From an optimization exercise on the open Yosys and OpenROAD flow, aimed at small area, a short achievable clock period and few clock cycles; shortcuts taken in it are not production practice.
Function was checked by simulation only, so behaviour that the tests miss may differ from the original.
The flow treats the clock pin as an ideal source, which a real chip does not have.
Power figures rest on the tool's default switching activity, not on a simulated workload.

## flow/flow/clk.tcl

```tcl
# Clock distribution: the clock port drives NCLK buffers, each at the centre
# of the registers of one sector of the die around the registers' centre.
source [file join [file dirname [info script]] sites.tcl]
proc my_clock_buffers { ncl cell } {
  set block [ord::get_db_block]
  my_sites::init 0
  set dbu [$block getDbUnitsPerMicron]
  set pins {}
  set xs 0.0; set ys 0.0
  foreach p [get_pins -of_objects [get_nets clk] -filter "direction==input"] {
    set inst [[sta::sta_to_db_pin $p] getInst]
    set bb [$inst getBBox]
    set x [expr {([$bb xMin] + [$bb xMax]) / 2.0 / $dbu}]
    set y [expr {([$bb yMin] + [$bb yMax]) / 2.0 / $dbu}]
    lappend pins [list $p $x $y]
    set xs [expr {$xs + $x}]; set ys [expr {$ys + $y}]
  }
  set n [llength $pins]
  set cx [expr {$xs / $n}]; set cy [expr {$ys / $n}]
  set pi 3.14159265358979
  set groups {}
  for {set g 0} {$g < $ncl} {incr g} { dict set groups $g {} }
  foreach e $pins {
    lassign $e p x y
    set a [expr {atan2($y - $cy, $x - $cx) + $pi}]
    set g [expr {int($a / (2 * $pi) * $ncl) % $ncl}]
    dict lappend groups $g $e
  }
  set k 0
  dict for {g es} $groups {
    if {[llength $es] == 0} continue
    set gx 0.0; set gy 0.0; set lp {}
    foreach e $es { lassign $e p x y; set gx [expr {$gx + $x}]; set gy [expr {$gy + $y}]; lappend lp $p }
    set m [llength $es]
    set buf [insert_buffer -buffer_cell $cell -net clk -load_pins $lp \
      -location [list [expr {$gx / $m}] [expr {$gy / $m}]] \
      -buffer_name clkbuf_$k -net_name clknet_$k]
    # on the free sites nearest the group's centre, so that no cell moves
    my_sites::put [$block findInst [get_full_name $buf]] [expr {int($gx / $m * $dbu)}] [expr {int($gy / $m * $dbu)}] PLACED
    puts "clock buffer clkbuf_$k: $m registers"
    incr k
  }
  foreach net [$block getNets] {
    if {[string match clknet_* [$net getName]] || [$net getName] eq "clk"} { $net setSigType CLOCK }
  }
}
```

## flow/flow/post_dp.tcl

```tcl
# Runs after ORFS's detailed placement: release the cells place.tcl held.
foreach inst [[ord::get_db_block] getInsts] {
  if {[$inst getPlacementStatus] eq "FIRM"} { $inst setPlacementStatus PLACED }
}
```

## flow/flow/pre_cts.tcl

```tcl
# Runs before ORFS's CTS step: build the clock distribution here (the clock
# port drives four buffers, each feeding the registers of one sector), after
# which clock_tree_synthesis finds the clock net already buffered and skips it.
source [file join [file dirname [info script]] clk.tcl]
my_clock_buffers 4 sky130_fd_sc_hd__clkbuf_16
```

## flow/standard.sh

```bash
#!/bin/bash
# synth_recipe.tcl (not shown) runs the flow's synth.tcl, then flattens the netlist and writes it again
# the make line also repeats each setting of config.mk as NAME=value (left out here)
make -C /OpenROAD-flow-scripts/flow DESIGN_CONFIG=/design/flow/config.mk WORK_HOME=/design/flow/orfs CLKGATE_MAP_FILE= SYNTH_SCRIPT=/design/flow/synth_recipe.tcl "${@:-finish}"
```

## flow/constraint.sdc

```tcl
create_clock -name core_clock -period 5.0 [get_ports {clk}]
set_input_delay 1.0000 -clock core_clock [delete_from_list [all_inputs] [get_ports {clk}]]
set_output_delay 1.0000 -clock core_clock [all_outputs]
set_load 0.01 [all_outputs]
```

## flow/config.mk

```make
export PLATFORM = sky130hd
export DESIGN_NAME = LOONG_ENC
export DESIGN_NICKNAME = LOONG_ENC
export VERILOG_FILES = /design/flow/design.v
export SDC_FILE = /design/flow/constraint.sdc
export NUM_CORES = 4
export LEC_CHECK = 0
export CAP_MARGIN = 20
export CORE_MARGIN = 2
export CORE_UTILIZATION = 40
export SLEW_MARGIN = 20
```

## flow/flow/run.sh

```bash
#!/bin/bash
# Layout flow: the standard synthesis and flow, with small port buffers and
# output pins spread evenly (flow/pins.tcl), each output register and its
# port buffer next to the pin (flow/place.tcl)
# and a one-level clock distribution (flow/clk.tcl) in place of the CTS tree.
# Each tool's output goes to its own log in the work folder.
set -euo pipefail
W=$(pwd)
bash standard.sh synth > "$W/synth.log" 2>&1
bash standard.sh \
  BUFFER_PORTS_ARGS="-buffer_cell sky130_fd_sc_hd__buf_1" \
  PRE_IO_PLACEMENT_TCL="$W/flow/pins.tcl" \
  PRE_DETAIL_PLACE_TCL="$W/flow/place.tcl" \
  POST_DETAIL_PLACE_TCL="$W/flow/post_dp.tcl" \
  PRE_CTS_TCL="$W/flow/pre_cts.tcl" \
  CTS_ARGS="-buf_list sky130_fd_sc_hd__clkbuf_16 -root_buf sky130_fd_sc_hd__clkbuf_16 -dont_use_dummy_load" \
  finish > "$W/layout.log" 2>&1
```

## flow/flow/pins.tcl

```tcl
# Runs before ORFS's pin placement: the output pins are spread evenly around
# the die's four edges (each in a 1 um window), so that every output's
# register and port buffer can sit right next to its pin (place.tcl). The
# input pins are left to place_pins.
set die [[ord::get_db_block] getDieArea]
set dbu [[ord::get_db_block] getDbUnitsPerMicron]
set w [expr {[$die dx] / double($dbu)}]
set h [expr {[$die dy] / double($dbu)}]
set outs {done}
for {set i 0} {$i < 64} {incr i} { lappend outs "ciphertext\[$i\]" }
set n [llength $outs]
set per [list [expr {($n + 3) / 4}] [expr {($n + 2) / 4}] [expr {($n + 1) / 4}] [expr {$n / 4}]]
set k 0
foreach edge {bottom right top left} cnt $per {
  set len [expr {$edge eq "bottom" || $edge eq "top" ? $w : $h}]
  for {set j 0} {$j < $cnt} {incr j} {
    set c [expr {4.0 + ($len - 8.0) * ($j + 0.5) / $cnt}]
    set_io_pin_constraint -pin_names [list [lindex $outs $k]] \
      -region $edge:[format %.2f [expr {$c - 0.7}]]-[format %.2f [expr {$c + 0.7}]]
    incr k
  }
}
```

## flow/design.v

```verilog
`timescale 1ns/1ps
module text_matrix (
    input  wire [63:0] text,
    input  wire [63:0] RKey,
    output wire [63:0] txt_matrix,
    output wire [63:0] key_matrix
);
genvar n;
generate
    for (n = 0; n < 16; n = n + 1) begin : g_cell
        assign txt_matrix[4*n +: 4] = text[4*(15-n) +: 4];
        assign key_matrix[4*n +: 4] = RKey[4*(15-n) +: 4];
    end
endgenerate
endmodule
`timescale 1ns/1ps
module round_const (
    input  wire [5:0]  j,
    output wire [63:0] round_cnst
);
reg [7:0] rc;
always @(*) begin
    case (j)
        6'd0:  rc = 8'h01;
        6'd1:  rc = 8'h03;
        6'd2:  rc = 8'h07;
        6'd3:  rc = 8'h0F;
        6'd4:  rc = 8'h1F;
        6'd5:  rc = 8'h3E;
        6'd6:  rc = 8'h3D;
        6'd7:  rc = 8'h3B;
        6'd8:  rc = 8'h37;
        6'd9:  rc = 8'h2F;
        6'd10: rc = 8'h1E;
        6'd11: rc = 8'h3C;
        6'd12: rc = 8'h39;
        6'd13: rc = 8'h33;
        6'd14: rc = 8'h27;
        6'd15: rc = 8'h0E;
        6'd16: rc = 8'h1D;
        6'd17: rc = 8'h3A;
        6'd18: rc = 8'h35;
        6'd19: rc = 8'h2B;
        6'd20: rc = 8'h16;
        6'd21: rc = 8'h2C;
        6'd22: rc = 8'h18;
        6'd23: rc = 8'h30;
        6'd24: rc = 8'h21;
        6'd25: rc = 8'h02;
        6'd26: rc = 8'h05;
        6'd27: rc = 8'h0B;
        6'd28: rc = 8'h17;
        6'd29: rc = 8'h2E;
        6'd30: rc = 8'h1C;
        6'd31: rc = 8'h38;
        6'd32: rc = 8'h31;
        default: rc = 8'h00;
    endcase
end
wire [3:0] hi = {1'b0, rc[5:3]};
wire [3:0] lo = {1'b0, rc[2:0]};
assign round_cnst = { lo, 4'd4, 4'd0, 4'd0, hi, 4'd2, 4'd0, 4'd0, lo, 4'd1, 4'd0, 4'd0, hi, 4'd0, 4'd0, 4'd0 };
endmodule
`timescale 1ns/1ps
module subcells (
    input  wire [63:0] in_matrix,
    output wire [63:0] out_matrix
);
function [3:0] s_box;
    input [3:0] x;
    begin
        case (x)
            4'h0: s_box = 4'hC;
            4'h1: s_box = 4'hA;
            4'h2: s_box = 4'hD;
            4'h3: s_box = 4'h3;
            4'h4: s_box = 4'hE;
            4'h5: s_box = 4'hB;
            4'h6: s_box = 4'hF;
            4'h7: s_box = 4'h7;
            4'h8: s_box = 4'h9;
            4'h9: s_box = 4'h8;
            4'hA: s_box = 4'h1;
            4'hB: s_box = 4'h5;
            4'hC: s_box = 4'h0;
            4'hD: s_box = 4'h2;
            4'hE: s_box = 4'h4;
            default: s_box = 4'h6;
        endcase
    end
endfunction
genvar m;
generate
    for (m = 0; m < 16; m = m + 1) begin : g_cell
        assign out_matrix[4*m +: 4] = s_box(in_matrix[4*m +: 4]);
    end
endgenerate
endmodule
`timescale 1ns/1ps
module Mixrow (
    input  wire [63:0] st_mixrow,
    output reg  [63:0] mixr_state
);
reg [3:0] mixrow_matrix [0:3][0:3];
reg [3:0] temp;
integer j, k, l;
function [3:0] galiosmultiplication;
    input [3:0] a, b;
    reg [3:0] ans;
    reg [3:0] temp_a;
    integer i;
    begin
        ans = 4'b0000;
        temp_a = a;
        for (i = 0; i < 4; i = i + 1) begin
            if (b[i] == 1'b1) begin
                ans = ans ^ temp_a;
            end
            if (temp_a[3] == 1'b1) begin
                temp_a = (temp_a << 1) ^ 4'h3;  
            end else begin
                temp_a = temp_a << 1;
            end
        end
        galiosmultiplication = ans;
    end
endfunction
always @(*) begin
    mixrow_matrix[0][0] = 4'd1;  mixrow_matrix[0][1] = 4'd4;  mixrow_matrix[0][2] = 4'd9;  mixrow_matrix[0][3] = 4'd13;
    mixrow_matrix[1][0] = 4'd4;  mixrow_matrix[1][1] = 4'd1;  mixrow_matrix[1][2] = 4'd13; mixrow_matrix[1][3] = 4'd9;
    mixrow_matrix[2][0] = 4'd9;  mixrow_matrix[2][1] = 4'd13; mixrow_matrix[2][2] = 4'd1;  mixrow_matrix[2][3] = 4'd4;
    mixrow_matrix[3][0] = 4'd13; mixrow_matrix[3][1] = 4'd9;  mixrow_matrix[3][2] = 4'd4;  mixrow_matrix[3][3] = 4'd1;
    mixr_state = 64'd0;
    for (j = 0; j < 4; j = j + 1) begin
        for (k = 0; k < 4; k = k + 1) begin
            temp = 4'b0000;
            for (l = 0; l < 4; l = l + 1) begin
                temp = temp ^ galiosmultiplication(st_mixrow[4*(4*j+l) +: 4], mixrow_matrix[l][k]);
            end
            mixr_state[4*(4*j+k) +: 4] = temp;
        end
    end
end
endmodule
`timescale 1ns/1ps
module Mixcoloumn (
    input  wire [63:0] st_mixcoloumn,
    output reg  [63:0] mixc_state
);
reg [3:0] mixcoloumn_matrix [0:3][0:3];
reg [3:0] temp;
integer j, k, l;
function [3:0] galiosmultiplication;
    input [3:0] a, b;
    reg [3:0] ans;
    reg [3:0] temp_a;
    integer i;
    begin
        ans = 4'b0000;
        temp_a = a;
        for (i = 0; i < 4; i = i + 1) begin
            if (b[i] == 1'b1) begin
                ans = ans ^ temp_a;
            end
            if (temp_a[3] == 1'b1) begin
                temp_a = (temp_a << 1) ^ 4'h3;  
            end else begin
                temp_a = temp_a << 1;
            end
        end
        galiosmultiplication = ans;
    end
endfunction
always @(*) begin
    mixcoloumn_matrix[0][0] = 4'd13; mixcoloumn_matrix[0][1] = 4'd9;  mixcoloumn_matrix[0][2] = 4'd4;  mixcoloumn_matrix[0][3] = 4'd1;
    mixcoloumn_matrix[1][0] = 4'd9;  mixcoloumn_matrix[1][1] = 4'd13; mixcoloumn_matrix[1][2] = 4'd1;  mixcoloumn_matrix[1][3] = 4'd4;
    mixcoloumn_matrix[2][0] = 4'd4;  mixcoloumn_matrix[2][1] = 4'd1;  mixcoloumn_matrix[2][2] = 4'd13; mixcoloumn_matrix[2][3] = 4'd9;
    mixcoloumn_matrix[3][0] = 4'd1;  mixcoloumn_matrix[3][1] = 4'd4;  mixcoloumn_matrix[3][2] = 4'd9;  mixcoloumn_matrix[3][3] = 4'd13;
    mixc_state = 64'd0;
    for (j = 0; j < 4; j = j + 1) begin
        for (k = 0; k < 4; k = k + 1) begin
            temp = 4'b0000;
            for (l = 0; l < 4; l = l + 1) begin
                temp = temp ^ galiosmultiplication(mixcoloumn_matrix[l][k], st_mixcoloumn[4*(4*j+l) +: 4]);
            end
            mixc_state[4*(4*j+k) +: 4] = temp;
        end
    end
end
endmodule
`timescale 1ns/1ps
module LOONG_ENC (
    input  wire        clk,
    input  wire        reset,         
    input  wire        start,
    input  wire [63:0] plaintext,
    input  wire [63:0] roundKey,
    output reg  [63:0] ciphertext,
    output reg         done
);
localparam [63:0] CIPHER_CONST = 64'h6407_1204_6107_1004;
wire [63:0] txt_m;
wire [63:0] key_m;
text_matrix matirx_form (
    .text(plaintext),
    .RKey(roundKey),
    .txt_matrix(txt_m),
    .key_matrix(key_m)
);
always @(posedge clk or negedge reset) begin
    if (~reset) done <= 1'b0;
    else        done <= start;
end
always @(posedge clk) begin
    ciphertext <= txt_m ^ key_m ^ CIPHER_CONST;
end
endmodule
```

## flow/flow/sites.tcl

```tcl
# Free-site search on the placement rows, shared by place.tcl and clk.tcl.
namespace eval my_sites {
  variable occ
  variable rows
  variable sitew
  variable moved {}

  # every placed cell (or, with fixed_only, every fixed cell) blocks its sites
  proc init {fixed_only} {
    variable occ; variable rows; variable sitew; variable moved
    set block [ord::get_db_block]
    set rows {}
    set moved {}
    array unset occ
    foreach row [$block getRows] {
      set o [$row getOrigin]
      set sitew [[$row getSite] getWidth]
      lappend rows [list $row [lindex $o 0] [lindex $o 1] [$row getSiteCount] [[$row getSite] getHeight]]
      set occ([$row getName]) {}
    }
    foreach inst [$block getInsts] {
      if {[$inst isFixed] || (!$fixed_only && [$inst isPlaced])} { block_inst $inst }
    }
  }
  proc block_inst {inst} {
    variable occ; variable rows; variable sitew
    set bb [$inst getBBox]
    foreach r $rows {
      lassign $r row x0 y0 n h
      if {[$bb yMin] < $y0 + $h && [$bb yMax] > $y0} {
        set s [expr {([$bb xMin] - $x0) / $sitew}]
        set e [expr {([$bb xMax] - $x0 + $sitew - 1) / $sitew}]
        lappend occ([$row getName]) [list $s $e]
      }
    }
  }

  proc free {name s e} {
    variable occ
    foreach iv $occ($name) {
      if {$s < [lindex $iv 1] && $e > [lindex $iv 0]} { return 0 }
    }
    return 1
  }

  # place inst on the free sites nearest to the point (tx, ty), its centre
  proc put {inst tx ty status} {
    variable occ; variable rows; variable sitew; variable moved
    set m [$inst getMaster]
    set w [expr {([$m getWidth] + $sitew - 1) / $sitew}]
    set best {}
    foreach r $rows {
      lassign $r row x0 y0 n h
      set dy [expr {abs($y0 + $h / 2 - $ty)}]
      if {$best ne "" && $dy >= [lindex $best 0]} continue
      set s0 [expr {int(round(($tx - $x0) / double($sitew) - $w / 2.0))}]
      for {set d 0} {$d < $n} {incr d} {
        set hit ""
        foreach s [list [expr {$s0 - $d}] [expr {$s0 + $d}]] {
          if {$s < 0 || $s + $w > $n} continue
          if {[free [$row getName] $s [expr {$s + $w}]]} { set hit $s; break }
        }
        if {$hit ne ""} break
        if {$best ne "" && $d * $sitew + $dy >= [lindex $best 0]} break
      }
      if {$hit eq ""} continue
      set cost [expr {abs($x0 + ($hit + $w / 2.0) * $sitew - $tx) + $dy}]
      if {$best eq "" || $cost < [lindex $best 0]} { set best [list $cost $row $x0 $y0 $hit $w] }
    }
    if {$best eq ""} { return 0 }
    lassign $best cost row x0 y0 s w
    $inst setOrient [$row getOrient]
    $inst setLocation [expr {$x0 + $s * $sitew}] $y0
    $inst setPlacementStatus $status
    lappend occ([$row getName]) [list $s [expr {$s + $w}]]
    lappend moved [$inst getName]
    return 1
  }


  # place a and b side by side in one row, a on the end nearest the point
  # (tx, ty), on the free sites that bring a's centre nearest that point
  proc put_pair {a b tx ty status} {
    variable occ; variable rows; variable sitew; variable moved
    set wa [expr {([[$a getMaster] getWidth] + $sitew - 1) / $sitew}]
    set wb [expr {([[$b getMaster] getWidth] + $sitew - 1) / $sitew}]
    set w [expr {$wa + $wb}]
    set best {}
    foreach r $rows {
      lassign $r row x0 y0 n h
      set dy [expr {abs($y0 + $h / 2 - $ty)}]
      if {$best ne "" && $dy >= [lindex $best 0]} continue
      # a on the left (sa = s) or on the right (sa = s + wb) of the span at s
      foreach left {1 0} {
        set off [expr {$left ? 0 : $wb}]
        set s0 [expr {int(round(($tx - $x0) / double($sitew) - $wa / 2.0)) - $off}]
        set hit ""
        for {set d 0} {$d < $n} {incr d} {
          foreach s [list [expr {$s0 - $d}] [expr {$s0 + $d}]] {
            if {$s < 0 || $s + $w > $n} continue
            if {[free [$row getName] $s [expr {$s + $w}]]} { set hit $s; break }
          }
          if {$hit ne ""} break
          if {$best ne "" && $d * $sitew + $dy >= [lindex $best 0]} break
        }
        if {$hit eq ""} continue
        set cost [expr {abs($x0 + ($hit + $off + $wa / 2.0) * $sitew - $tx) + $dy}]
        if {$best eq "" || $cost < [lindex $best 0]} { set best [list $cost $row $x0 $y0 $hit $left] }
      }
    }
    if {$best eq ""} { return 0 }
    lassign $best cost row x0 y0 s left
    set sa [expr {$left ? $s : $s + $wb}]
    set sb [expr {$left ? $s + $wa : $s}]
    foreach {inst si wi} [list $a $sa $wa $b $sb $wb] {
      $inst setOrient [$row getOrient]
      $inst setLocation [expr {$x0 + $si * $sitew}] $y0
      $inst setPlacementStatus $status
      lappend occ([$row getName]) [list $si [expr {$si + $wi}]]
      lappend moved [$inst getName]
    }
    return 1
  }
}
```

## flow/flow/place.tcl

```tcl
# Runs before ORFS's detailed placement: for each output in turn, its port
# buffer and the register that drives it go side by side in one row, on the
# free sites that bring the buffer nearest its pin. These cells are held
# (FIRM) while detailed placement legalizes the others around them;
# post_dp.tcl releases them.
source [file join [file dirname [info script]] sites.tcl]
namespace eval my_place {
  proc driver {net} {
    if {$net eq "NULL"} { return "" }
    foreach it [$net getITerms] { if {[$it isOutputSignal]} { return [$it getInst] } }
    return ""
  }

  proc run {} {
    my_sites::init 1
    set block [ord::get_db_block]
    set core [$block getCoreArea]
    set pairs {}
    foreach bt [$block getBTerms] {
      if {[$bt getIoType] ne "OUTPUT"} continue
      set ob [driver [$bt getNet]]
      if {$ob eq ""} continue
      set ff ""
      foreach it [$ob getITerms] { if {[$it isInputSignal]} { set ff [driver [$it getNet]] } }
      set bb [$bt getBBox]
      set px [expr {([$bb xMin] + [$bb xMax]) / 2}]
      set py [expr {([$bb yMin] + [$bb yMax]) / 2}]
      # the pin's point clamped into the core
      set tx [expr {min(max($px, [$core xMin]), [$core xMax])}]
      set ty [expr {min(max($py, [$core yMin]), [$core yMax])}]
      lappend pairs [list $ob $ff $tx $ty]
    }
    foreach p $pairs {
      lassign $p ob ff tx ty
      if {$ff ne "" && [string match *__df* [[$ff getMaster] getName]]} {
        my_sites::put_pair $ob $ff $tx $ty FIRM
      } else {
        my_sites::put $ob $tx $ty FIRM
      }
    }
    puts "my_place: held [llength $my_sites::moved] cells next to the output pins"
  }
}
my_place::run
```

==> out/qor.csv, run 1 <==
metric;value;unit
area of the multi-input gates;561;um^2
minimum clock period;1.63;ns
GP Congestion;0.736;
Routed Wire Length;7120;um
diode count;0;
area of the core;4410;um^2
RSZ-0062 raised after global routing;no;
antenna violations before repair;0;
detailed placer's ending HPWL;6510;um
Filler cells;322;
sequential share of the synthesized area;0.700;
Int Pwr;0.000784;W
CP Cell Sequence;buf_1;
Sequential Area;1310;um^2
Final Total Pwr;0.00102;W
grt ovf;0;
Die ar.;5230;um^2
Vias/cell;4.14;
setup_tns;0;ns
max incr delay on CP;0.37;ns
1st-pass router iterations;4;
first-pass GRT wire length;9440;um
startpoint types;flop;
share of the synthesized area in the top cell type;0.686;
Slew headroom;0.759;
finished layout cell area;2760;um^2
Worst Hold Class;in -> async;
Arr. time, crit path;0.63;ns
sw frac;0.233;
CP startpoint;done;
GRT Overall Usage;0.260;
final core utilization;0.626;
crit path capture type;output port;
combinational power share;0.172;
Placed Cells incl. Taps;376;
FMAX;0.614;GHz
syn_area_per_cell;14.5;um^2
synthesized area;1870;um^2
setup bufs post-CTS;0;
Non-Filler Instances;380;
type of the worst setup path;reg -> out;
Post-Syn Nets;260;
leakage power;1.07;nW
EDFF count, synth;0;
worst-path fanout max;1;
fin crit share;0.326;
CP top delay family;flip-flops;
Post-synth ARST share;0.0154;
final hold vios;0;
most frequent cell after synthesis;dfxtp_1;
vias in the first global route;1606;
PD cells;370;nW/um^2
Clock power frac;0.254;
switching power;0.000238;W
number of port buffers;195;
largest net degree at the start of global routing;18;
CTS-repair resized insts;0;
Remaining DRCs;0;
area leader, netlist;dfxtp_1;
Worst EP required;4.00;ns
synth top area cells;dfxtp_1, xor2_1, xnor2_1;
clock-pin transition on the worst setup and hold timing paths;0.07;ns
register bit total from synthesis;65;
Max Cap Viol;0;
# IOs;196;
CP Buf/Inv Count;1;
Syn Inst Count;129;
slowest CP cell;dfrtp_1;
Synth Flop Type;dfxtp_1;
dpl cell area;2660;um^2
Worst VDD drop;0.274;mV
layout cells sized above 1;0.0122;
area grow syn2layout;48.1;%
Final nets;461;
Die X;72.3;um
die height;72.3;um
Reg power frac;0.574;
Final ANT Viol Nets;0;
Yosys cell types;4;
Slew Limit Fails;0;
Rows;24;
Initial Util;0.423;
Synth top cells by count;dfxtp_1, xor2_1, xnor2_1;
via count;1572;
final count of negative-setup-slack endpoints;0;
Iter 0 DRT Violations;89;
YS warnings;1;
hold buffers post-CTS;0;
outcome;no timing/DRC/antenna violations;
WL/cell;18.7;um
Worst Tran Pin Value;0.360;ns
## metal layers
layer	part of all wire	routed length, um	global-route usage	up-vias
li1	-	-	-	786
met1	0.37	2640	0.324	662
met2	0.51	3640	0.466	114
met3	0.098	698	0.0486	10
met4	0.021	150	0.0587	0
met5	0	0	0	-
## worst paths after layout
path | to | slack [ns] | cells after the start
max in group asynchronous | done | 4.16 | 1
min in group core_clock | done | 1.02 | 1
worst min-delay path | done | 0.67 | 1
worst max-delay path | done | 3.37 | 1
## stage by stage
step	setup slack [ns]	hold WS, ns
2_1_floorplan	3.62	0.704
3_3_place_gp	3.42	0.771
3_5_place_dp	3.41	0.819
4_1_cts	3.41	0.820
5_1_grt	3.34	0.670
6_report	3.37	0.673
## cell type report, without the clock buffers
type / count / area share
Sequential cell: 65 / 0.473
Timing Repair Buffer: 195 / 0.265
Multi-Input combinational cell: 64 / 0.203
Tap cell: 52 / 0.0235
## logic make-up after synthesis
family,count (synthesis),share of synthesized area
DFF,65,0.700
xor gates and xnor gates,64,0.300
## power groups by stage
stage / combinational [W] / sequential [W] / clock [W]
final: 0.000176 / 0.000587 / 0.000260
after CTS: 0.000179 / 0.000598 / 0.000221
after floorplan: 0.0000320 / 0.000628 / 0
after global placement: 0.000168 / 0.000606 / 0
after global routing: 0.000190 / 0.000592 / 0.000279
after detailed placement: 0.000178 / 0.000598 / 0
## sequential cells by signal (all words and copies together) (netlist names)
| signal | flops |
|---|---|
| ciphertext | 64 |
| done | 1 |
## cells in the final DEF (no fill, tap or decap)
cell,n
xnor2_1,17
dfxtp_1,64
dfrtp_1,1
buf_1,195
xor2_1,47
clkbuf_16,4
Testbench counts, summed over its fixed seeds: cycles 960.
==> run 2: changes to the inputs <==
--- a/flow/flow/run.sh
+++ b/flow/flow/run.sh
@@ -13,5 +13,5 @@
   PRE_DETAIL_PLACE_TCL="$W/flow/place.tcl" \
   POST_DETAIL_PLACE_TCL="$W/flow/post_dp.tcl" \
   PRE_CTS_TCL="$W/flow/pre_cts.tcl" \
-  CTS_ARGS="-buf_list sky130_fd_sc_hd__clkbuf_16 -root_buf sky130_fd_sc_hd__clkbuf_16 -dont_use_dummy_load" \
+  CTS_ARGS="-buf_list sky130_fd_sc_hd__buf_6 -root_buf sky130_fd_sc_hd__buf_6 -dont_use_dummy_load" \
   finish > "$W/layout.log" 2>&1
==> flow/flow/pre_cts.tcl (replaced) <==
# Runs before ORFS's CTS step: build the clock distribution here (the clock
# port drives four buffers, each feeding the registers of one sector), after
# which clock_tree_synthesis finds the clock net already buffered and skips it.
source [file join [file dirname [info script]] clk.tcl]
my_clock_buffers 4 sky130_fd_sc_hd__buf_6
==> run 2 against run 1 <==
  * Sequential share of layout area grew 0.96 points
  * Via count grew 0.57%
  * Final cell count unchanged
  * Routed wire length is essentially flat
  * Core utilization is 1.2 points lower
  * Sequential power hardly changed
  * Area after synthesis stayed put
  * Flip-flop and latch count did not move
  * Worst hold slack lost 0.0030 ns
  * Critical path type unchanged
  * Critical endpoint unchanged
==> out/qor.csv, run 2 <==
metric;value;unit;change
Remaining DRCs;0;;unchanged
worst-path fanout max;1;;unchanged
Arr. time, crit path;0.63;ns;about the same
diode count;0;;unchanged
CP Buf/Inv Count;1;;unchanged
biggest regs;ciphertext (64), done (1);;
max incr delay on CP;0.38;ns;about the same
Synth Flop Type;dfxtp_1;;
leading cell types in the layout, fill and taps excluded;buf_1, dfxtp_1, xor2_1;;
Worst Hold Class;in -> async;;
number of port buffers;195;;unchanged
EDFF count, synth;0;;unchanged
1st-pass router iterations;4;;unchanged
Slew headroom;0.732;;-0.0273
Final nets;461;;unchanged
GRT Overall Usage;0.259;;-0.00147
Die X;72.3;um;unchanged
setup bufs post-CTS;0;;unchanged
die height;72.3;um;unchanged
Sequential Area;1310;um^2;unchanged
Worst EP required;4.00;ns;about the same
Max Cap Viol;0;;unchanged
hold_ws;0.670;ns;-0.00303 ns
register bit total from synthesis;65;;unchanged
area leader, netlist;dfxtp_1;;
RSZ-0062 raised after global routing;no;;
first-pass GRT wire length;9380;um;-0.66%
via count;1581;;+0.57%
share of the synthesized area in the top cell type;0.686;;unchanged
hold buffers post-CTS;0;;unchanged
synthesized area;1870;um^2;unchanged
crit path capture type;output port;;
CTS-repair resized insts;0;;unchanged
Rows;24;;unchanged
PD cells;347;nW/um^2;-6.1%
Compound-Gate Fraction of Synth Area;0;;unchanged
most flop-heavy register;ciphertext;;
layout cells sized above 1;0.0122;;unchanged
# IOs;196;;unchanged
combinational power share;0.187;;+0.015
post-synthesis xor/xnor area fraction;0.300;;unchanged
Final Total Pwr;0.000941;W;-8.0%
setup_tns;0;ns;unchanged
switching power;0.000236;W;-1.1%
grt ovf;0;;unchanged
WL/cell;18.7;um;about the same
most frequent cell after synthesis;dfxtp_1;;
Initial Util;0.423;;unchanged
slowest CP cell;dfrtp_1;;
Synth Area in Adders;0;;unchanged
area of the core;4410;um^2;unchanged
Simple-Gate Fraction of Synth Area;0;;unchanged
Vias/cell;4.16;;+0.57%
Reg power frac;0.624;;+0.050
largest net degree at the start of global routing;18;;unchanged
Placed Cells incl. Taps;376;;unchanged
area of the multi-input gates;561;um^2;unchanged
Iter 0 DRT Violations;92;;+3.4%
type of the worst setup path;reg -> out;;
FMAX;0.612;GHz;-0.28%
mux share of post-synthesis cell area;0;;unchanged
Slew Limit Fails;0;;unchanged
Int Pwr;0.000705;W;-10%
fin crit share;0.327;;+0.000902
antenna violations before repair;0;;unchanged
CP Cell Sequence;buf_1;;
Synth top cells by count;dfxtp_1, xor2_1, xnor2_1;;
GP Congestion;0.736;;unchanged
max reg flops;64;;unchanged
main combinational cell family by area after synthesis;XOR/XNOR gates;;
final hold vios;0;;unchanged
Non-Filler Instances;380;;unchanged
Worst VDD drop;0.298;mV;+9.0%
outcome;no timing/DRC/antenna violations;;
Die ar.;5230;um^2;unchanged
Filler cells;329;;+2.2%
synth top area cells;dfxtp_1, xor2_1, xnor2_1;;
YS warnings;1;;unchanged
clock-pin transition on the worst setup and hold timing paths;0.10;ns;+0.03 ns
startpoint types;flop;;
Syn Inst Count;129;;unchanged
vias in the first global route;1598;;-0.50%
most common cell after layout, fill and taps aside;buf_1;;
Final ANT Viol Nets;0;;unchanged
Yosys cell types;4;;unchanged
syn_area_per_cell;14.5;um^2;unchanged
area grow syn2layout;45.1;%;
leakage power;1.04;nW;-2.4%
Post-synth ARST share;0.0154;;unchanged
sw frac;0.250;;+0.0175
Clock power frac;0.189;;-0.065
minimum clock period;1.63;ns;+0.00451 ns
final count of negative-setup-slack endpoints;0;;unchanged
CP top delay family;flip-flops;;
detailed placer's ending HPWL;6510;um;unchanged
sequential share of the synthesized area;0.700;;unchanged
Post-Syn Nets;260;;unchanged
Worst Tran Pin Value;0.401;ns;+0.0408 ns
Routed Wire Length;7120;um;about the same
[run 2: stage by stage]
step	setup slack [ns]	area (um^2)	utilization
2_1_floorplan	3.62	1870	-
3_3_place_gp	3.42	2660	0.603
3_5_place_dp	3.41	2660	0.603
4_1_cts	3.41	2710	0.614
5_1_grt	3.33	2710	0.614
6_report	3.37	2710	0.614
[run 2: final cells by class, without the clock buffers]
class / instances / area share
Timing Repair Buffer: 195 / 0.270
Multi-Input combinational cell: 64 / 0.207
Tap cell: 52 / 0.0240
Sequential cell: 65 / 0.482
[run 2: power by group through the flow]
stage | Sequential [W] | Combinational, W | Clock, W
2_1_floorplan | 0.000628 | 0.0000320 | 0
3_3_place_gp | 0.000606 | 0.000168 | 0
3_5_place_dp | 0.000598 | 0.000178 | 0
4_1_cts | 0.000598 | 0.000179 | 0.000143
5_1_grt | 0.000592 | 0.000190 | 0.000193
6_report | 0.000587 | 0.000176 | 0.000178
[run 2: per-layer routing]
metal | share of wire | up-vias | track usage
li1 | - | 786 | -
met2 | 0.50 | 126 | 0.457
met3 | 0.10 | 14 | 0.0542
met1 | 0.36 | 655 | 0.315
met4 | 0.029 | 0 | 0.0797
met5 | 0 | - | 0
[run 2: cell families after synthesis]
kind of cell and after synthesis:
flops 65, xor+xnor 64
[run 2: path summary, 6_finish.rpt]
check,slack (ns),cells past startpoint,to,from
setup / recovery,3.37,1,done,done
hold / removal,0.67,1,done,reset
max in group asynchronous,4.16,1,done,reset
min in group core_clock,1.03,1,done,start
==> run 3: changes to the inputs <==
--- a/flow/flow/run.sh
+++ b/flow/flow/run.sh
@@ -13,5 +13,5 @@
   PRE_DETAIL_PLACE_TCL="$W/flow/place.tcl" \
   POST_DETAIL_PLACE_TCL="$W/flow/post_dp.tcl" \
   PRE_CTS_TCL="$W/flow/pre_cts.tcl" \
-  CTS_ARGS="-buf_list sky130_fd_sc_hd__buf_6 -root_buf sky130_fd_sc_hd__buf_6 -dont_use_dummy_load" \
+  CTS_ARGS="-buf_list sky130_fd_sc_hd__clkbuf_8 -root_buf sky130_fd_sc_hd__clkbuf_8 -dont_use_dummy_load" \
   finish > "$W/layout.log" 2>&1
==> flow/flow/pre_cts.tcl (replaced) <==
# Runs before ORFS's CTS step: build the clock distribution here (the clock
# port drives four buffers, each feeding the registers of one sector), after
# which clock_tree_synthesis finds the clock net already buffered and skips it.
source [file join [file dirname [info script]] clk.tcl]
my_clock_buffers 4 sky130_fd_sc_hd__clkbuf_8
==> run 3 against run 2 <==
  * Critical path type unchanged
  * Area after synthesis unchanged
  * Synthesized cell count unchanged
  * First-iteration DRC count is 17% lower
  * Core utilization grew 0.23 points
==> out/qor.csv, run 3 <==
metric;value;unit;change
Final nets;461;;unchanged
Worst Hold Class;in -> async;;
YS warnings;1;;unchanged
vias in the first global route;1603;;+0.31%
Vias/cell;4.14;;-0.44%
area leader, netlist;dfxtp_1;;
synthesized area;1870;um^2;unchanged
syn_area_per_cell;14.5;um^2;unchanged
slowest CP cell;dfrtp_1;;
Initial Util;0.423;;unchanged
final hold vios;0;;unchanged
GRT Overall Usage;0.259;;+0.000587
Remaining DRCs;0;;unchanged
Die ar.;5230;um^2;unchanged
CP Cell Sequence;buf_1;;
Final ANT Viol Nets;0;;unchanged
clock-pin transition on the worst setup and hold timing paths;0.09;ns;about the same
diode count;0;;unchanged
Worst EP required;4.00;ns;about the same
largest net degree at the start of global routing;18;;unchanged
Non-Filler Instances;380;;unchanged
mux share of post-synthesis cell area;0;;unchanged
Rows;24;;unchanged
number of port buffers;195;;unchanged
Slew headroom;0.716;;-0.0158
RSZ-0062 raised after global routing;no;;
leading cell types in the layout, fill and taps excluded;buf_1, dfxtp_1, xor2_1;;
max reg flops;64;;unchanged
Synth Flop Type;dfxtp_1;;
final count of negative-setup-slack endpoints;0;;unchanged
register bit total from synthesis;65;;unchanged
setup bufs post-CTS;0;;unchanged
FMAX;0.605;GHz;-1.3%
minimum clock period;1.65;ns;+0.0213 ns
startpoint types;flop;;
Iter 0 DRT Violations;76;;-17%
Synth top cells by count;dfxtp_1, xor2_1, xnor2_1;;
Slew Limit Fails;0;;unchanged
fin crit share;0.331;;+0.00426
biggest regs;ciphertext (64), done (1);;
max incr delay on CP;0.38;ns;about the same
synth top area cells;dfxtp_1, xor2_1, xnor2_1;;
Compound-Gate Fraction of Synth Area;0;;unchanged
area of the core;4410;um^2;unchanged
sequential share of the synthesized area;0.700;;unchanged
leakage power;1.05;nW;+0.44%
Yosys cell types;4;;unchanged
setup_tns;0;ns;unchanged
WL/cell;18.7;um;-0.17%
GP Congestion;0.736;;unchanged
type of the worst setup path;reg -> out;;
Routed Wire Length;7110;um;-0.17%
Die X;72.3;um;unchanged
first-pass GRT wire length;9400;um;+0.21%
main combinational cell family by area after synthesis;XOR/XNOR gates;;
Arr. time, crit path;0.65;ns;+0.02 ns
most flop-heavy register;ciphertext;;
CTS-repair resized insts;0;;unchanged
grt ovf;0;;unchanged
die height;72.3;um;unchanged
1st-pass router iterations;4;;unchanged
Syn Inst Count;129;;unchanged
# IOs;196;;unchanged
worst-path fanout max;1;;unchanged
Post-Syn Nets;260;;unchanged
via count;1574;;-0.44%
post-synthesis xor/xnor area fraction;0.300;;unchanged
hold buffers post-CTS;0;;unchanged
share of the synthesized area in the top cell type;0.686;;unchanged
Worst Tran Pin Value;0.424;ns;+0.0236 ns
area grow syn2layout;45.6;%;
Placed Cells incl. Taps;376;;unchanged
PD cells;350;nW/um^2;+0.83%
most common cell after layout, fill and taps aside;buf_1;;
antenna violations before repair;0;;unchanged
Max Cap Viol;0;;unchanged
crit path capture type;output port;;
most frequent cell after synthesis;dfxtp_1;;
EDFF count, synth;0;;unchanged
layout cells sized above 1;0.0122;;unchanged
Simple-Gate Fraction of Synth Area;0;;unchanged
Post-synth ARST share;0.0154;;unchanged
Synth Area in Adders;0;;unchanged
CP Buf/Inv Count;1;;unchanged
Filler cells;327;;-0.61%
CP top delay family;flip-flops;;
Worst VDD drop;0.294;mV;-1.5%
outcome;no timing/DRC/antenna violations;;
detailed placer's ending HPWL;6510;um;unchanged
## run 3: final timing paths
check,start,endpoint,slack [ns],depth (start not counted)
max in group asynchronous,reset,done,4.18,1
worst max-delay path,done,done,3.35,1
min in group core_clock,start,done,1.01,1
worst min-delay path,reset,done,0.65,1
## run 3: metal layers
layer  wire [um]  part of all wire  vias to the layer above  track usage
met5           0                 0                        -            0
met4         195             0.027                        0       0.0692
met3         754              0.11                       11       0.0625
met2        3580              0.50                      124        0.458
met1        2580              0.36                      654        0.315
li1            -                 -                      785            -
## run 3: cells by family (layout without fill, tap and decap cells)
| group | count (synthesis) | in the layout |
|---|---|---|
| flip-flops | 65 | 65 |
| XOR/XNOR | 64 | 64 |
| buffers and inverters | 0 | 199 |
## run 3: metrics by stage
step / util / instance area [um^2] / hold WS, ns / power [W] / setup slack, ns
4_1_cts: 0.616 / 2720 / 0.820 / 0.000929 / 3.41
5_1_grt: 0.616 / 2720 / 0.648 / 0.000986 / 3.32
3_3_place_gp: 0.603 / 2660 / 0.771 / 0.000774 / 3.42
6_report: 0.616 / 2720 / 0.650 / 0.000952 / 3.35
3_5_place_dp: 0.603 / 2660 / 0.819 / 0.000777 / 3.41
2_1_floorplan: - / 1870 / 0.704 / 0.000660 / 3.62
## run 3: cell type report, without the clock buffers
class                   count  area, um^2  area share
multi-input cells          64         561       0.206
flip-flops and latches     65        1310       0.480
well taps                  52        65.1      0.0239
repair buffers            195         732       0.269
## run 3: report_power, final
| group | internal [W] | switching (W) | leakage (nW) | total [W] |
|---|---|---|---|---|
| sequential | 0.000573 | 0.0000137 | 0.552 | 0.000587 |
| combinational | 0.0000676 | 0.000109 | 0.466 | 0.000176 |
| clock | 0.0000738 | 0.000115 | 0.0288 | 0.000189 |
| total | 0.000714 | 0.000238 | 1.05 | 0.000952 |
==> run 4: changes to the inputs <==
--- a/flow/flow/run.sh
+++ b/flow/flow/run.sh
@@ -13,5 +13,5 @@
   PRE_DETAIL_PLACE_TCL="$W/flow/place.tcl" \
   POST_DETAIL_PLACE_TCL="$W/flow/post_dp.tcl" \
   PRE_CTS_TCL="$W/flow/pre_cts.tcl" \
-  CTS_ARGS="-buf_list sky130_fd_sc_hd__clkbuf_8 -root_buf sky130_fd_sc_hd__clkbuf_8 -dont_use_dummy_load" \
+  CTS_ARGS="-buf_list sky130_fd_sc_hd__buf_8 -root_buf sky130_fd_sc_hd__buf_8 -dont_use_dummy_load" \
   finish > "$W/layout.log" 2>&1
==> flow/flow/pre_cts.tcl (replaced) <==
# Runs before ORFS's CTS step: build the clock distribution here (the clock
# port drives four buffers, each feeding the registers of one sector), after
# which clock_tree_synthesis finds the clock net already buffered and skips it.
source [file join [file dirname [info script]] clk.tcl]
my_clock_buffers 4 sky130_fd_sc_hd__buf_8
==> run 4 against run 3 <==
  * Core utilization is 0.11 points higher
  * Final cell count stayed put
  * Combinational power hardly changed
  * Area after synthesis stayed put
  * Worst hold slack better by 0.038 ns
  * Total power is 1.7% higher
  * Synthesized cell count stayed put
  * Sequential power hardly changed
  * Fmax is 2.7% higher
  * Worst setup slack better by 0.043 ns
  * Flip-flop and latch count stayed put
  * Critical path type unchanged
  * Highest routed layer unchanged
==> out/qor.csv, run 4 <==
metric;value;unit;change
outcome;no timing/DRC/antenna violations;;
Initial Util;0.423;;unchanged
Syn Inst Count;129;;unchanged
area grow syn2layout;45.9;%;
1st-pass router iterations;4;;unchanged
Slew headroom;0.716;;about the same
via count;1581;;+0.44%
sequential share of the synthesized area;0.700;;unchanged
finished layout cell area;2720;um^2;+0.18%
antenna violations before repair;0;;unchanged
YS warnings;1;;unchanged
minimum clock period;1.61;ns;-0.0428 ns
number of port buffers;195;;unchanged
Final nets;461;;unchanged
slowest CP cell;dfrtp_1;;
largest net degree at the start of global routing;18;;unchanged
CP Buf/Inv Count;1;;unchanged
Worst Tran Pin Value;0.424;ns;-0.0000762 ns
startpoint types;flop;;
setup_tns;0;ns;unchanged
Die ar.;5230;um^2;unchanged
Post-Syn Nets;260;;unchanged
Worst VDD drop;0.302;mV;+2.9%
share of the synthesized area in the top cell type;0.686;;unchanged
FMAX;0.621;GHz;+2.7%
main combinational cell family by area after synthesis;XOR/XNOR gates;;
GR Util met2;0.458;;unchanged
area leader, netlist;dfxtp_1;;
WL/cell;18.6;um;-0.56%
Worst Hold Class;in -> async;;
mux share of post-synthesis cell area;0;;unchanged
biggest regs;ciphertext (64), done (1);;
Yosys cell types;4;;unchanged
Post-synth ARST share;0.0154;;unchanged
Remaining DRCs;0;;unchanged
# IOs;196;;unchanged
CTS-repair resized insts;0;;unchanged
first-pass GRT wire length;9400;um;unchanged
GP Congestion;0.736;;unchanged
detailed placer's ending HPWL;6510;um;unchanged
most common cell after layout, fill and taps aside;buf_1;;
clock-pin transition on the worst setup and hold timing paths;0.08;ns;about the same
Slew Limit Fails;0;;unchanged
PD cells;355;nW/um^2;+1.5%
register bit total from synthesis;65;;unchanged
busiest layer in global routing;met2;;
Rows;24;;unchanged
most flop-heavy register;ciphertext;;
most frequent cell after synthesis;dfxtp_1;;
leakage power;1.05;nW;about the same
synth top area cells;dfxtp_1, xor2_1, xnor2_1;;
max reg flops;64;;unchanged
die height;72.3;um;unchanged
Synth top cells by count;dfxtp_1, xor2_1, xnor2_1;;
GR Util met3;0.0625;;unchanged
Vias/cell;4.16;;+0.44%
leading cell types in the layout, fill and taps excluded;buf_1, dfxtp_1, xor2_1;;
M1 GR Usage;0.315;;unchanged
Final ANT Viol Nets;0;;unchanged
GRT Overall Usage;0.259;;unchanged
CP top delay family;flip-flops;;
dpl cell area;2660;um^2;unchanged
RSZ-0062 raised after global routing;no;;
syn_area_per_cell;14.5;um^2;unchanged
Synth Flop Type;dfxtp_1;;
worst-path fanout max;1;;unchanged
crit path capture type;output port;;
Synth Area in Adders;0;;unchanged
layout cells sized above 1;0.0122;;unchanged
CP Cell Sequence;buf_1;;
fin crit share;0.322;;-0.00856
Routed Wire Length;7070;um;-0.56%
Worst EP required;4.00;ns;about the same
Simple-Gate Fraction of Synth Area;0;;unchanged
Iter 0 DRT Violations;70;;-7.9%
setup bufs post-CTS;0;;unchanged
max incr delay on CP;0.37;ns;about the same
grt ovf;0;;unchanged
Die X;72.3;um;unchanged
Compound-Gate Fraction of Synth Area;0;;unchanged
final hold vios;0;;unchanged
synthesized area;1870;um^2;unchanged
Max Cap Viol;0;;unchanged
type of the worst setup path;reg -> out;;
post-synthesis xor/xnor area fraction;0.300;;unchanged
hold buffers post-CTS;0;;unchanged
Arr. time, crit path;0.61;ns;-0.04 ns
diode count;0;;unchanged
EDFF count, synth;0;;unchanged
final count of negative-setup-slack endpoints;0;;unchanged
area of the core;4410;um^2;unchanged
vias in the first global route;1603;;unchanged
[run 4: path summary, 6_finish.rpt]
check	start	endpoint	cells after the start
max in group asynchronous	reset	done	1
min	reset	done	1
max	done	done	1
min in group core_clock	start	done	1
[run 4: logic make-up after synthesis]
group and Yosys count:
flip-flops 65, XOR/XNOR 64
[run 4: metal layers]
layer | part of all wire | wire [um] | vias to the layer above
li1 | - | - | 786
met1 | 0.36 | 2580 | 656
met2 | 0.50 | 3560 | 126
met3 | 0.10 | 725 | 13
met4 | 0.029 | 208 | 0
met5 | 0 | 0 | -
[run 4: report_power, final]
group          internal, W  switching (W)
clock network    0.0000908       0.000114
logic            0.0000676       0.000109
registers         0.000574      0.0000137
total             0.000732       0.000236
[run 4: stage by stage]
| step | setup slack (ns) | hold slack (ns) | std cells | power [W] | utilization |
|---|---|---|---|---|---|
| 4_1_cts | 3.41 | 0.820 | 380 | 0.000945 | 0.617 |
| 2_1_floorplan | 3.62 | 0.704 | 129 | 0.000660 | - |
| 3_3_place_gp | 3.42 | 0.771 | 376 | 0.000774 | 0.603 |
| 5_1_grt | 3.35 | 0.684 | 380 | 0.00100 | 0.617 |
| 6_report | 3.39 | 0.689 | 380 | 0.000968 | 0.617 |
| 3_5_place_dp | 3.41 | 0.819 | 376 | 0.000777 | 0.603 |
[run 4: final cells by class, without the clock buffers]
type                            count  area, um^2
Tap cell                           52        65.1
Fill cell                         326        1690
Multi-Input combinational cell     64         561
Timing Repair Buffer              195         732
Sequential cell                    65        1310
==> run 5: changes to the inputs <==
--- a/flow/flow/run.sh
+++ b/flow/flow/run.sh
@@ -13,5 +13,5 @@
   PRE_DETAIL_PLACE_TCL="$W/flow/place.tcl" \
   POST_DETAIL_PLACE_TCL="$W/flow/post_dp.tcl" \
   PRE_CTS_TCL="$W/flow/pre_cts.tcl" \
-  CTS_ARGS="-buf_list sky130_fd_sc_hd__buf_8 -root_buf sky130_fd_sc_hd__buf_8 -dont_use_dummy_load" \
+  CTS_ARGS="-buf_list sky130_fd_sc_hd__buf_12 -root_buf sky130_fd_sc_hd__buf_12 -dont_use_dummy_load" \
   finish > "$W/layout.log" 2>&1
==> flow/flow/pre_cts.tcl (replaced) <==
# Runs before ORFS's CTS step: build the clock distribution here (the clock
# port drives four buffers, each feeding the registers of one sector), after
# which clock_tree_synthesis finds the clock net already buffered and skips it.
source [file join [file dirname [info script]] clk.tcl]
my_clock_buffers 4 sky130_fd_sc_hd__buf_12
==> run 5 against run 4 <==
  * Still clean on timing, DRC and antenna
  * First-iteration DRC count increased by 7.1%
  * Critical path depth unchanged
  * Final cell count unchanged
  * Critical endpoint unchanged
  * Largest power group unchanged
==> out/qor.csv, run 5 <==
metric;value;unit;change
biggest regs;ciphertext (64), done (1);;
WL/cell;18.7;um;+0.33%
Rows;24;;unchanged
share of the synthesized area in the top cell type;0.686;;unchanged
Max Cap Viol;0;;unchanged
met3 routed WL;658;um;-9.2%
slowest CP cell;dfrtp_1;;
most flop-heavy register;ciphertext;;
hold buffers post-CTS;0;;unchanged
Routed Wire Length;7100;um;+0.33%
Post-synth ARST share;0.0154;;unchanged
detailed placer's ending HPWL;6510;um;unchanged
fin crit share;0.320;;-0.00245
1st-pass router iterations;4;;unchanged
leading cell types in the layout, fill and taps excluded;buf_1, dfxtp_1, xor2_1;;
Placed Cells incl. Taps;376;;unchanged
max reg flops;64;;unchanged
area of the core;4410;um^2;unchanged
RSZ-0062 raised after global routing;no;;
syn_area_per_cell;14.5;um^2;unchanged
Final nets;461;;unchanged
final hold vios;0;;unchanged
highest metal used;met4;;
met2 WL;3610;um;+1.4%
Worst Hold Class;in -> async;;
area of the multi-input gates;561;um^2;unchanged
Worst Tran Pin Value;0.416;ns;-0.00836 ns
startpoint types;flop;;
Post-Syn Nets;260;;unchanged
Filler cells;326;;unchanged
antenna violations before repair;0;;unchanged
Yosys cell types;4;;unchanged
Sequential Area;1310;um^2;unchanged
Vias/cell;4.13;;-0.82%
FMAX;0.625;GHz;+0.77%
via count;1568;;-0.82%
Synth top cells by count;dfxtp_1, xor2_1, xnor2_1;;
Remaining DRCs;0;;unchanged
area grow syn2layout;47.0;%;
first-pass GRT wire length;9430;um;+0.37%
largest net degree at the start of global routing;18;;unchanged
Worst VDD drop;0.275;mV;-9.0%
max incr delay on CP;0.37;ns;about the same
outcome;no timing/DRC/antenna violations;;
wl on met1;2650;um;+2.8%
Reg power frac;0.584;;-0.023
synthesized area;1870;um^2;unchanged
GRT Overall Usage;0.260;;+0.000880
type of the worst setup path;reg -> out;;
Iter 0 DRT Violations;75;;+7.1%
grt ovf;0;;unchanged
Die X;72.3;um;unchanged
most frequent cell after synthesis;dfxtp_1;;
GP Congestion;0.736;;unchanged
Initial Util;0.423;;unchanged
final count of negative-setup-slack endpoints;0;;unchanged
EDFF count, synth;0;;unchanged
most common cell after layout, fill and taps aside;buf_1;;
Clock power frac;0.241;;+0.030
CP startpoint;done;;
layout cells sized above 1;0.0122;;unchanged
Die ar.;5230;um^2;unchanged
worst-path fanout max;1;;unchanged
Synth Flop Type;dfxtp_1;;
synth top area cells;dfxtp_1, xor2_1, xnor2_1;;
Syn Inst Count;129;;unchanged
Int Pwr;0.000770;W;+5.2%
sequential share of the synthesized area;0.700;;unchanged
diode count;0;;unchanged
setup bufs post-CTS;0;;unchanged
vias in the first global route;1603;;unchanged
Non-Filler Instances;380;;unchanged
CP Buf/Inv Count;1;;unchanged
CTS-repair resized insts;0;;unchanged
minimum clock period;1.60;ns;-0.0123 ns
CP Cell Sequence;buf_1;;
setup_tns;0;ns;unchanged
Slew Limit Fails;0;;unchanged
dpl cell area;2660;um^2;unchanged
number of port buffers;195;;unchanged
leakage power;1.06;nW;+0.75%
register bit total from synthesis;65;;unchanged
# IOs;196;;unchanged
YS warnings;1;;unchanged
Worst EP required;4.00;ns;about the same
switching power;0.000237;W;+0.43%
die height;72.3;um;unchanged
crit path capture type;output port;;
Arr. time, crit path;0.60;ns;about the same
CP top delay family;flip-flops;;
Final ANT Viol Nets;0;;unchanged
clock-pin transition on the worst setup and hold timing paths;0.06;ns;-0.02 ns
area leader, netlist;dfxtp_1;;
PD cells;367;nW/um^2;+3.3%
combinational power share;0.175;;-0.007
sw frac;0.235;;-0.00849
Slew headroom;0.722;;+0.00559
hold_ws;0.701;ns;+0.0124 ns
finished layout cell area;2740;um^2;+0.73%
==> run 5: how the worst max path moves through the flow <==
stage	endpoint	cells past startpoint
6_report	done	1
5_1_grt	ciphertext[39]	1
4_1_cts	ciphertext[28]	2
3_5_place_dp	ciphertext[28]	2
3_3_place_gp	ciphertext[63]	1
2_1_floorplan	done	0
==> run 5: cells by family after synthesis <==
group                     synth area share
DFF                                  0.700
xor gates and xnor gates             0.300
==> run 5: final cells by class, without the clock buffers <==
cell class,count,area share
multi-input combinational,64,0.204
timing repair buffer,195,0.267
tap,52,0.0237
sequential,65,0.476
==> run 5: per-layer routing <==
metal | vias to the layer above | global-route usage
li1 | 786 | -
met1 | 651 | 0.324
met2 | 119 | 0.466
met3 | 12 | 0.0486
met4 | 0 | 0.0587
met5 | - | 0
==> run 5: metrics by stage <==
stage          power (W)  utilization  setup slack [ns]
2_1_floorplan   0.000660            -              3.62
3_3_place_gp    0.000774        0.603              3.42
3_5_place_dp    0.000777        0.603              3.41
4_1_cts         0.000982        0.622              3.41
5_1_grt          0.00105        0.622              3.37
6_report         0.00101        0.622              3.40
==> run 5: power by group through the flow <==
stage | Sequential (W) | Clock (W) | Combinational [W]
3_5_place_dp | 0.000598 | 0 | 0.000178
2_1_floorplan | 0.000628 | 0 | 0.0000320
6_report | 0.000588 | 0.000243 | 0.000176
4_1_cts | 0.000598 | 0.000205 | 0.000179
3_3_place_gp | 0.000606 | 0 | 0.000168
5_1_grt | 0.000593 | 0.000264 | 0.000190
==> run 6: changes to the inputs <==
==> flow/flow/pins.tcl (replaced) <==
# Runs before ORFS's pin placement: the output pins are spread evenly along the
# die's edges, each in a window about 1.4 um wide, so that every output's
# register and port buffer can sit right next to its pin (place.tcl). On the
# left and right edges each output gets about one row of its own; the top and
# bottom edges, where the pairs lie along the edge, take fewer, away from the
# corners. done sits in the middle of the bottom edge. The input pins are left
# to place_pins.
set die [[ord::get_db_block] getDieArea]
set dbu [[ord::get_db_block] getDbUnitsPerMicron]
set w [expr {[$die dx] / double($dbu)}]
set h [expr {[$die dy] / double($dbu)}]
set cts {}
for {set i 0} {$i < 64} {incr i} { lappend cts "ciphertext\[$i\]" }
set bottom [concat [lrange $cts 0 4] done [lrange $cts 5 9]]
set right [lrange $cts 10 31]
set top [lrange $cts 32 41]
set left [lrange $cts 42 63]
foreach edge {bottom right top left} margin {12.0 5.0 12.0 5.0} {
  set names [set $edge]
  set cnt [llength $names]
  set len [expr {$edge eq "bottom" || $edge eq "top" ? $w : $h}]
  for {set j 0} {$j < $cnt} {incr j} {
    set c [expr {$margin + ($len - 2 * $margin) * ($j + 0.5) / $cnt}]
    set_io_pin_constraint -pin_names [list [lindex $names $j]] \
      -region $edge:[format %.2f [expr {$c - 0.7}]]-[format %.2f [expr {$c + 0.7}]]
  }
}
--- a/flow/flow/place.tcl
+++ b/flow/flow/place.tcl
@@ -30,6 +30,10 @@
       set ty [expr {min(max($py, [$core yMin]), [$core yMax])}]
       lappend pairs [list $ob $ff $tx $ty]
     }
+    # done first: its register is the slowest to drive its buffer
+    set pairs [lsort -command {apply {{a b} {
+      expr {[string match "done*" [[lindex $b 0] getName]] - [string match "done*" [[lindex $a 0] getName]]}
+    }}} $pairs]
     foreach p $pairs {
       lassign $p ob ff tx ty
       if {$ff ne "" && [string match *__df* [[$ff getMaster] getName]]} {
==> run 6 against run 5 <==
  * First-iteration DRC count fell by 27%
  * Critical path depth did not move
  * Via count fell by 0.26%
  * Worst setup slack improved by 0.015 ns
  * Clock power barely moved
  * Sequential share of layout area barely moved
  * Still clean
  * Routed wire length fell by 1.6%
  * Final cell count rose by 0.26%
  * Fmax rose by 0.95%
==> out/qor.csv, run 6 <==
metric;value;unit;change
Die X;72.3;um;unchanged
CP top delay family;flip-flops;;
setup_tns;0;ns;unchanged
PD cells;366;nW/um^2;-0.29%
Arr. time, crit path;0.58;ns;-0.02 ns
biggest regs;ciphertext (64), done (1);;
area grow syn2layout;47.1;%;about the same
clock-pin transition on the worst setup and hold timing paths;0.07;ns;about the same
CP Buf/Inv Count;1;;unchanged
1st-pass router iterations;4;;unchanged
largest net degree at the start of global routing;18;;unchanged
layout cells sized above 1;0.0122;;unchanged
hold buffers post-CTS;0;;unchanged
area leader, netlist;dfxtp_1;;
slowest CP cell;dfrtp_1;;
syn_area_per_cell;14.5;um^2;unchanged
YS warnings;1;;unchanged
sequential share of the synthesized area;0.700;;unchanged
most flop-heavy register;ciphertext;;
setup bufs post-CTS;0;;unchanged
RSZ-0062 raised after global routing;no;;
register bit total from synthesis;65;;unchanged
EDFF count, synth;0;;unchanged
Placed Cells incl. Taps;376;;unchanged
max incr delay on CP;0.35;ns;-0.02 ns
Worst Hold Class;in -> async;;
Syn Inst Count;129;;unchanged
worst-path fanout max;1;;unchanged
detailed placer's ending HPWL;6370;um;-2.2%
leakage power;1.06;nW;unchanged
Max Cap Viol;0;;unchanged
Initial Util;0.423;;unchanged
area of the core;4410;um^2;unchanged
highest metal used;met4;;
via count;1564;;-0.26%
Post-Syn Nets;260;;unchanged
hold_ws;0.666;ns;-0.0355 ns
first-pass GRT wire length;9250;um;-1.9%
startpoint types;flop;;
GP Congestion;0.759;;+3.1%
GRT Overall Usage;0.254;;-0.00572
Slew Limit Fails;0;;unchanged
Iter 0 DRT Violations;55;;-27%
wl on met1;2500;um;-5.7%
share of the synthesized area in the top cell type;0.686;;unchanged
CP startpoint;done;;
Routed Wire Length;6980;um;-1.6%
Non-Filler Instances;381;;+0.26%
type of the worst setup path;reg -> out;;
CTS-repair resized insts;0;;unchanged
number of port buffers;195;;unchanged
Synth Flop Type;dfxtp_1;;
vias in the first global route;1605;;+0.12%
Remaining DRCs;0;;unchanged
CP Cell Sequence;buf_1;;
final count of negative-setup-slack endpoints;0;;unchanged
crit path capture type;output port;;
most common cell after layout, fill and taps aside;buf_1;;
Worst Tran Pin Value;0.411;ns;-0.00500 ns
grt ovf;0;;unchanged
final core utilization;0.622;;about the same
Worst EP required;4.00;ns;about the same
minimum clock period;1.58;ns;-0.0151 ns
Final ANT Viol Nets;0;;unchanged
finished layout cell area;2750;um^2;about the same
met2 WL;3450;um;-4.6%
Die ar.;5230;um^2;unchanged
WL/cell;18.3;um;-1.8%
antenna violations before repair;1;;+1
FMAX;0.631;GHz;+0.95%
outcome;no timing/DRC/antenna violations;;
Slew headroom;0.725;;+0.00335
dpl cell area;2660;um^2;unchanged
final hold vios;0;;unchanged
Yosys cell types;4;;unchanged
fin crit share;0.317;;-0.00302
# IOs;196;;unchanged
synth top area cells;dfxtp_1, xor2_1, xnor2_1;;
die height;72.3;um;unchanged
Filler cells;311;;-4.6%
most frequent cell after synthesis;dfxtp_1;;
max reg flops;64;;unchanged
Vias/cell;4.10;;-0.52%
Synth top cells by count;dfxtp_1, xor2_1, xnor2_1;;
leading cell types in the layout, fill and taps excluded;buf_1, dfxtp_1, xor2_1;;
Post-synth ARST share;0.0154;;unchanged
met3 routed WL;852;um;+29%
synthesized area;1870;um^2;unchanged
Final nets;461;;unchanged
Worst VDD drop;0.236;mV;-14%
Rows;24;;unchanged
-- run 6: final cells by class, without the clock buffers --
cell class / count / area, um^2 / area share
Timing Repair Buffer: 195 / 732 / 0.267
Antenna cell: 1 / 2.50 / 0.000911
Sequential cell: 65 / 1310 / 0.476
Tap cell: 52 / 65.1 / 0.0237
Multi-Input combinational cell: 64 / 561 / 0.204
-- run 6: worst paths after layout --
kind / end / cells after the start
hold / removal: done / 1
max in group asynchronous: done / 1
min in group core_clock: done / 1
setup / recovery: done / 1
-- run 6: through the flow --
stage                     total power (W)  setup slack [ns]
final                             0.00101              3.42
after global routing              0.00104              3.38
after CTS                        0.000979              3.39
after detailed placement         0.000774              3.40
after global placement           0.000774              3.42
after floorplan                  0.000660              3.62
-- run 6: metal layers --
| layer | vias up | track usage |
|---|---|---|
| li1 | 788 | - |
| met4 | 0 | 0.0860 |
| met3 | 10 | 0.0958 |
| met2 | 130 | 0.442 |
| met5 | - | 0 |
| met1 | 636 | 0.285 |
-- run 6: cells by family after synthesis --
| kind of cell | after synthesis | share of synthesized area |
|---|---|---|
| flops | 65 | 0.700 |
| xor+xnor | 64 | 0.300 |
-- run 6: power by group --
part | internal [W] | switching [W] | total, W | leakage [nW]
registers | 0.000574 | 0.0000133 | 0.000588 | 0.552
logic | 0.0000676 | 0.000108 | 0.000175 | 0.466
clock network | 0.000128 | 0.000115 | 0.000243 | 0.0376
total | 0.000770 | 0.000235 | 0.00101 | 1.06
==> run 7: changes to the inputs <==
--- a/flow/flow/place.tcl
+++ b/flow/flow/place.tcl
@@ -32,7 +32,7 @@
     }
     # done first: its register is the slowest to drive its buffer
     set pairs [lsort -command {apply {{a b} {
-      expr {[string match "done*" [[lindex $b 0] getName]] - [string match "done*" [[lindex $a 0] getName]]}
+      expr {[string match "done*" [[lindex $b 1] getName]] - [string match "done*" [[lindex $a 1] getName]]}
     }}} $pairs]
     foreach p $pairs {
       lassign $p ob ff tx ty
==> run 7 against run 6 <==
  * Final cell count is 0.26% lower
  * Final area hardly changed
  * Fmax shrank 1.1%
  * First-iteration DRC count grew 33%
  * Sequential share of layout area about the same
  * Synthesized cell count stayed put
  * Combinational power about the same
  * Global-route usage down 0.088 points
  * Flip-flop and latch count stayed put
  * Routed wire length is the same
  * Sequential power is essentially flat
  * Worst setup slack lost 0.018 ns
  * Critical endpoint unchanged
  * Largest cell class unchanged
  * Highest routed layer unchanged
==> out/qor.csv, run 7 <==
metric;value;unit;change
outcome;no timing/DRC/antenna violations;;
final hold vios;0;;unchanged
sw frac;0.235;;+0.000672
# IOs;196;;unchanged
antenna violations before repair;0;;-1
leading cell types in the layout, fill and taps excluded;buf_1, dfxtp_1, xor2_1;;
most common cell after layout, fill and taps aside;buf_1;;
RSZ-0062 raised after global routing;no;;
clock-pin transition on the worst setup and hold timing paths;0.07;ns;about the same
worst-path fanout max;1;;unchanged
area of the multi-input gates;561;um^2;unchanged
Worst Tran Pin Value;0.421;ns;+0.0106 ns
WL/cell;18.4;um;+0.26%
Synth top cells by count;dfxtp_1, xor2_1, xnor2_1;;
max reg flops;64;;unchanged
max incr delay on CP;0.37;ns;+0.02 ns
Yosys cell types;4;;unchanged
biggest regs;ciphertext (64), done (1);;
Slew Limit Fails;0;;unchanged
vias in the first global route;1589;;-1.0%
Sequential Area;1310;um^2;unchanged
final count of negative-setup-slack endpoints;0;;unchanged
Int Pwr;0.000770;W;about the same
grt ovf;0;;unchanged
slowest CP cell;dfrtp_1;;
area leader, netlist;dfxtp_1;;
CP Cell Sequence;buf_1;;
Filler cells;308;;-0.96%
synthesized area;1870;um^2;unchanged
setup bufs post-CTS;0;;unchanged
leakage power;1.06;nW;unchanged
area grow syn2layout;47.0;%;about the same
startpoint types;flop;;
fin crit share;0.320;;+0.00354
layout cells sized above 1;0.0122;;unchanged
Worst EP required;4.00;ns;about the same
hold buffers post-CTS;0;;unchanged
number of port buffers;195;;unchanged
synth top area cells;dfxtp_1, xor2_1, xnor2_1;;
GRT Overall Usage;0.253;;-0.000881
Reg power frac;0.584;;about the same
area of the core;4410;um^2;unchanged
die height;72.3;um;unchanged
crit path capture type;output port;;
Worst Hold Class;in -> async;;
detailed placer's ending HPWL;6360;um;-0.16%
Remaining DRCs;0;;unchanged
via count;1577;;+0.83%
Vias/cell;4.15;;+1.1%
Post-Syn Nets;260;;unchanged
Final nets;461;;unchanged
YS warnings;1;;unchanged
combinational power share;0.174;;about the same
largest net degree at the start of global routing;18;;unchanged
Routed Wire Length;6980;um;unchanged
Slew headroom;0.718;;-0.00709
EDFF count, synth;0;;unchanged
final core utilization;0.622;;about the same
first-pass GRT wire length;9190;um;-0.67%
minimum clock period;1.60;ns;+0.0177 ns
finished layout cell area;2740;um^2;about the same
register bit total from synthesis;65;;unchanged
CP Buf/Inv Count;1;;unchanged
syn_area_per_cell;14.5;um^2;unchanged
dpl cell area;2660;um^2;unchanged
setup_tns;0;ns;unchanged
Max Cap Viol;0;;unchanged
Clock power frac;0.242;;about the same
CP top delay family;flip-flops;;
type of the worst setup path;reg -> out;;
most flop-heavy register;ciphertext;;
Die X;72.3;um;unchanged
Initial Util;0.423;;unchanged
share of the synthesized area in the top cell type;0.686;;unchanged
CTS-repair resized insts;0;;unchanged
most frequent cell after synthesis;dfxtp_1;;
Iter 0 DRT Violations;73;;+33%
switching power;0.000236;W;+0.39%
Final ANT Viol Nets;0;;unchanged
Worst VDD drop;0.234;mV;-0.94%
diode count;0;;-1
Arr. time, crit path;0.60;ns;+0.02 ns
Die ar.;5230;um^2;unchanged
Syn Inst Count;129;;unchanged
Synth Flop Type;dfxtp_1;;
PD cells;367;nW/um^2;+0.19%
FMAX;0.624;GHz;-1.1%
Post-synth ARST share;0.0154;;unchanged
GP Congestion;0.759;;unchanged
sequential share of the synthesized area;0.700;;unchanged
1st-pass router iterations;4;;unchanged
Rows;24;;unchanged
==> run 7: cell count changes in the layout (fill, tap and decap cells not counted), sizes merged <==
cell	before	now
diode	1	0
==> run 7: path summary, 6_finish.rpt <==
check | depth (start not counted) | startpoint | slack, ns | endpoint
min | 1 | reset | 0.66 | done
min in group core_clock | 1 | start | 1.03 | done
max in group asynchronous | 1 | reset | 4.21 | done
max | 1 | done | 3.40 | done
==> run 7: area by class of cell, without the clock buffers <==
| type | instances | area share |
|---|---|---|
| multi-input combinational | 64 | 0.204 |
| sequential | 65 | 0.476 |
| tap | 52 | 0.0237 |
| timing repair buffer | 195 | 0.267 |
==> run 7: power by group through the flow <==
stage               clock network (W)   logic, W  registers, W
finish                       0.000244   0.000175      0.000588
global route                 0.000263   0.000188      0.000592
CTS                          0.000205   0.000177      0.000598
detailed placement                  0   0.000176      0.000598
global placement                    0   0.000168      0.000606
floorplan                           0  0.0000320      0.000628
==> run 7: cells by family (layout without fill, tap and decap cells) <==
group,after synthesis,count (layout),synth area share
buffers and inverters,0,199,0
DFF,65,65,0.700
xor gates and xnor gates,64,64,0.300
==> run 7: through the flow <==
step | hold slack [ns] | setup slack [ns] | std cells | power [W]
5_1_grt | 0.660 | 3.37 | 380 | 0.00104
3_5_place_dp | 0.791 | 3.40 | 376 | 0.000774
3_3_place_gp | 0.764 | 3.42 | 376 | 0.000774
2_1_floorplan | 0.704 | 3.62 | 129 | 0.000660
6_report | 0.661 | 3.40 | 380 | 0.00101
4_1_cts | 0.792 | 3.40 | 380 | 0.000979
==> run 7: layer usage <==
layer,global-route usage,routed length [um]
met2,0.441,3490
met4,0.0734,161
met5,0,0
met3,0.0875,890
met1,0.294,2450

## afterwards: timing with drivers on the ports
Ports are ideal in the flow. The routed layouts listed here were re-timed in OpenROAD. Step 1, drivers: a clkbuf_16 drives clk and a buf_2 each remaining input, both assumed. Step 2 times the ports against the registers' clock, not the clock port: input delays grow and output delays shrink by t, the midpoint of the rising clock arrivals with the driver on. a / b / c = ideal / step 1 / step 2; a / b = the first two.
| run | t (ns) | slack for setup (ns) | worst register clock-pin slew, ns | pins driven straight from the clock port |
|---|---|---|---|---|
| run 1 | 0.203 | 3.372 / 3.301 / 3.412 | 0.07 / 0.07 | 4 |
| run 2 | 0.184 | 3.367 / 3.306 / 3.382 | 0.10 / 0.10 | 4 |
| run 3 | 0.203 | 3.346 / 3.291 / 3.361 | 0.09 / 0.09 | 4 |
| run 4 | 0.180 | 3.389 / 3.321 / 3.352 | 0.08 / 0.08 | 4 |
| run 5 | 0.181 | 3.401 / 3.324 / 3.357 | 0.07 / 0.07 | 4 |
| run 6 | 0.183 | 3.416 / 3.340 / 3.376 | 0.07 / 0.07 | 4 |
| run 7 | 0.183 | 3.398 / 3.322 / 3.345 | 0.07 / 0.07 | 4 |
After both steps every run listed still meets setup and hold. The setup slack of run 7, which loses most, moves by -0.076 ns with the drivers and by -0.053 ns with both steps.
